This is an optimization exercise on Yosys and OpenROAD, whose aim is small area and a short achievable clock period, not a production implementation.
Function was not checked in any run shown here: the RTL went through the layout flow alone.

## flow/design.v (module list and top-level ports; edited modules follow where they fit)
// module ROTATING_VECTORING: 2555 lines
module ROTATING_VECTORING(clk, xi, yi, xf, yf);
  // ...
==> flow/run.sh <==
#!/bin/bash
# synth_recipe.tcl (not shown) runs the flow's synth.tcl, then flattens the netlist and writes it again
# the make line also repeats each setting of config.mk as NAME=value (left out here)
make -C /OpenROAD-flow-scripts/flow DESIGN_CONFIG=/design/flow/config.mk WORK_HOME=/design/flow/orfs CLKGATE_MAP_FILE= SYNTH_SCRIPT=/design/flow/synth_recipe.tcl finish
==> flow/config.mk <==
export PLATFORM = sky130hd
export DESIGN_NAME = ROTATING_VECTORING
export DESIGN_NICKNAME = ROTATING_VECTORING
export VERILOG_FILES = /design/flow/design.v
export SDC_FILE = /design/flow/constraint.sdc
export NUM_CORES = 4
export LEC_CHECK = 0
export CAP_MARGIN = 20
export CORE_MARGIN = 2
export CORE_UTILIZATION = 40
export SETUP_SLACK_MARGIN = 5
export SLEW_MARGIN = 20
==> flow/constraint.sdc <==
create_clock -name core_clock -period 8.0 [get_ports {clk}]
set_input_delay 1.6000 -clock core_clock [delete_from_list [all_inputs] [get_ports {clk}]]
set_output_delay 1.6000 -clock core_clock [all_outputs]
set_load 0.01 [all_outputs]
==> flow_summary.yaml, run 1 <==
clock_network:
  clkTransAtPathRegs_ns: 0.06
cells_and_area:
  finalNonFillerCells: 5059
  utilization_pct: 50.9
  syn2layout_area_growth_pct: 25.9
  num-nonclk-inverters: 438
  fillCellCount: 7686
  seqCellArea_um2: 9900
  nFlopsAndLatches: 488
critical_path:
  crit_required_ns: 8.56
  crit_path_frequent_cell: "a21o_1"
  r2r_slack_ns: 4.05
  worstSetupPathDepth: 15
  slowest_delay_ns: 0.53
drt:
  ant_nets: 0
  highest_layer: "met4"
  wl_met2_um: 38000
synthesis:
  netlist.area_leader.share_pct: 27.8
  synthAdderAreaFrac_pct: 30.9
  synth_area_leader_cell: "dfxtp_1"
place:
  preCtsSetupSlack_ns: 2.91
sta:
  whs_ns: 0.321
  setup_ws_ns: 4.05
  rsz0062_at_grt: "yes"
  fin_crit_sh_pct: 49.3
  final.setup.tns_ns: 0
floorplanning:
  die_h_um: 300
run_status:
  status: "complete, no violations"
==> inputs of run 2 (changes only) <==
--- a/flow/config.mk
+++ b/flow/config.mk
@@ -8,5 +8,4 @@
 export CAP_MARGIN = 20
 export CORE_MARGIN = 2
 export CORE_UTILIZATION = 40
-export SETUP_SLACK_MARGIN = 5
 export SLEW_MARGIN = 20
==> run 2 against run 1 <==
Net effect:
- hold slack improved by 0.0048 ns
- critical path type unchanged
- flip-flop and latch count stayed put
- maximum frequency is 14% lower
- still clean on timing, DRC and antenna
==> flow_summary.yaml, run 2 <==
floorplanning:
  rows: 108
  io-pin-count: 65
  core_um2: 86900
  initial_core_util_pct: 40.5
  fp.dieArea_um2: 90300
  die_h_um: 300
  die_w_um: 300
clock_network:
  clock_latency_ns: 0.62
  htreeDepth: 2
  root_buffer: "clkbuf_16"
  cts_resized: 0
  post_cts_buffers: 0
  clkTransAtPathRegs_ns: 0.06
  cts_made_buffers: 55
  hold_buffers: 0
  cts_tree: "done"
  clkSinkCount: 488
  clock_path_buffers: 3
global_routing:
  grt_pass1_vias: 23708
  overflow: 0
  grt_pass1_wl_um: 120000
  grt_use_total_pct: 16.1
  antenna_found_initial: 1
  grt_max_degree: 58
sta:
  final.min_clock_period_ns: 4.61
  fin_crit_sh_pct: 57.6
  setup_viol: 0
  finalHoldViolations: 0
  relSlewSlack_pct: 32.8
  drv_slew: 0
  final.setup.tns_ns: 0
  setup_ws_ns: 3.39
  fmax_mhz: 217
  worstMarginPinSlew_ns: 1.00
  rsz0062_at_grt: "no"
  timing.clock.skew_ns: 0.0244
synthesis:
  synth_edf_count: 0
  ys_seq_area_share_pct: 27.8
  synth_area_um2: 35200
  netlist_top_cells_count: "ha_1, dfxtp_1, inv_1"
  synthFlopType: "dfxtp_1"
  yosys_warnings: 1
  synth_area_leader_cell: "dfxtp_1"
  yosysMostFrequentCell: "ha_1"
  syn_inst: 3571
  netlist.area_leader.share_pct: 27.8
  avgSynthCellArea_um2: 9.84
  syn-num-nets: 4332
  synth_area_leaders: "dfxtp_1, ha_1, fa_1, xnor2_1, xor2_1"
  yosys_register_bits: 488
  async_flop_share_pct: 0
  synth_cell_types: 67
cells_and_area:
  nets: 4359
  finalNonFillerCells: 4799
  final_common_cell: "ha_1"
  syn2layout_area_growth_pct: 10.6
  fin_area_um2: 38900
  fillCellCount: 8251
  final_cell_mix: "ha_1, dfxtp_1, inv_1"
  drive_above_1_share_pct: 4.34
critical_path:
  crit_chain: "nor2b_1, a21oi_4, buf_4, xnor2_1, fa_1, inv_1, fa_1, a21o_1, a311o_1, a21oi_1, o21bai_1, nand4_1, nand3_1, a41oi_1, fa_1, inv_1"
  crit_type: "flop to flop"
  arrival_ns: 5.17
  crit_required_ns: 8.56
  cp_max_fo: 38
  rr_endpoint: "vy2[14]"
  r2r_slack_ns: 3.39
  crit_end: "vy2[14]"
  r2r_start: "ve0"
  rr_worst_depth: 16
  start_kind: "flop"
  slowest_delay_ns: 0.90
  cp-startpoint: "ve0"
  crit_path_frequent_cell: "fa_1"
  crit_slowest_cell: "dfxtp_2"
  critPathCaptureType: "flop"
drt:
  wl_um: 71300
  ant_nets: 0
  wl_per_cell_um: 14.9
  viasPerCell: 4.88
  drc: 0
  drtIter0Drc: 1130
  first_pass_iters: 5
  vias: 23434
place:
  dp_hpwl_um: 56900
  dpl-instance-area_um2: 37000
  preCtsSetupSlack_ns: 2.75
  dp_cells: 4696
  io_buffer_count: 64
  gp_congestion: 0.848
run_status:
  status: "complete, no violations"
min_path:
  min_path_type: "flop to flop"
job:
  cap_violations: 0
## run 2: cell counts after synthesis
Identical to the previous run, type by type.
## run 2: how the worst min path moves through the flow
| stage | depth (start not counted) | to | start | slack, ns |
|---|---|---|---|---|
| 6_report | 0 | vE6[0] | vE5[0] | 0.33 |
| 2_1_floorplan | 0 | vE3[0] | vE2[0] | 0.31 |
| 5_1_grt | 0 | vE6[4] | vE5[4] | 0.33 |
| 3_3_place_gp | 0 | vE4[0] | vE3[0] | 0.31 |
| 4_1_cts | 0 | vE6[0] | vE5[0] | 0.33 |
| 3_5_place_dp | 0 | vE6[2] | vE5[2] | 0.31 |
## run 2: layer usage
layer  vias to the layer above  track usage, %  part of all wire (%)
met5                         -               0                     0
li1                      12027               -                     -
met3                        85            1.99                   3.3
met1                     10955            21.7                    48
met4                         0            4.33                   2.4
met2                       367            27.3                    47
## run 2: through the flow
stage                     util (%)  hold slack [ns]
after floorplan                  -            0.310
after global placement        42.6            0.310
after detailed placement      42.6            0.312
after CTS                     44.8            0.326
after global routing          44.8            0.328
final                         44.8            0.326
## run 2: kinds of logic (layout without fill, tap and decap cells)
family	after synthesis	count (layout)	synth area share (%)
XOR/XNOR	542	542	13.5
AO/OA/AOI/OAI	724	724	13.7
adder cells (fa/ha/maj)	729	729	30.9
buffers and inverters	553	625	5.94
flip-flops	488	488	27.8
other	0	1	0
multiplexers	52	52	1.65
AND/OR/NAND/NOR	483	483	6.57
## run 2: area by class of cell
cell class	instances	area, um2	share of cell area (%)
Timing Repair Buffer	85	798	2.05
Sequential cell	488	9780	25.1
Clock inverter	28	345	0.888
Antenna cell	1	2.50	0.00643
Multi-Input combinational cell	2530	23300	59.9
Clock buffer	74	1570	4.03
Inverter	438	1640	4.23
Tap cell	1155	1450	3.72
## run 2: worst max-delay path: cells and delay by family, from the launching register on
kind | cells | cell delay, ns
and+or+nand+nor | 3 | 0.45
adders and majority gates | 3 | 1.05
AOI/OAI and AO/OA | 6 | 1.37
xor gates and xnor gates | 1 | 0.20
buffers and inverters | 3 | 0.53
DFF | 1 | 0.90

[separate check: timing with driven ports]
In the flow no input, the clock included, has a driving cell. The finished layouts below were timed again as built, in two steps. Step 1 (the two cells are an assumption about what drives the block):
set clk [get_ports {clk}]
set_driving_cell -lib_cell sky130_fd_sc_hd__clkbuf_16 $clk
set_driving_cell -lib_cell sky130_fd_sc_hd__buf_2 [delete_from_list [all_inputs] $clk]
Step 2, shift: input delay + t, output delay - t, t = (earliest + latest rising clock arrival at the registers) / 2. This alone moves slack from input paths to output paths. Slacks: ideal ports / drivers / drivers and shift; pairs: ideal ports / drivers.
run | t (ns) | setup WS [ns] | hold WS [ns] | worst slew at a driven data input, ns | pins driven straight from the clock port
run 1 | 0.674 | 4.053 / 4.053 / 3.731 | 0.321 / 0.321 / 0.321 | 0.08 | 1
run 2 | 0.672 | 3.390 / 3.389 / 2.717 | 0.326 / 0.326 / 0.326 | 0.12 | 1
After both steps setup and hold are still met in every run listed. The setup slack of run 2, which loses most, moves by -0.001 ns with the drivers and by -0.673 ns with both steps.
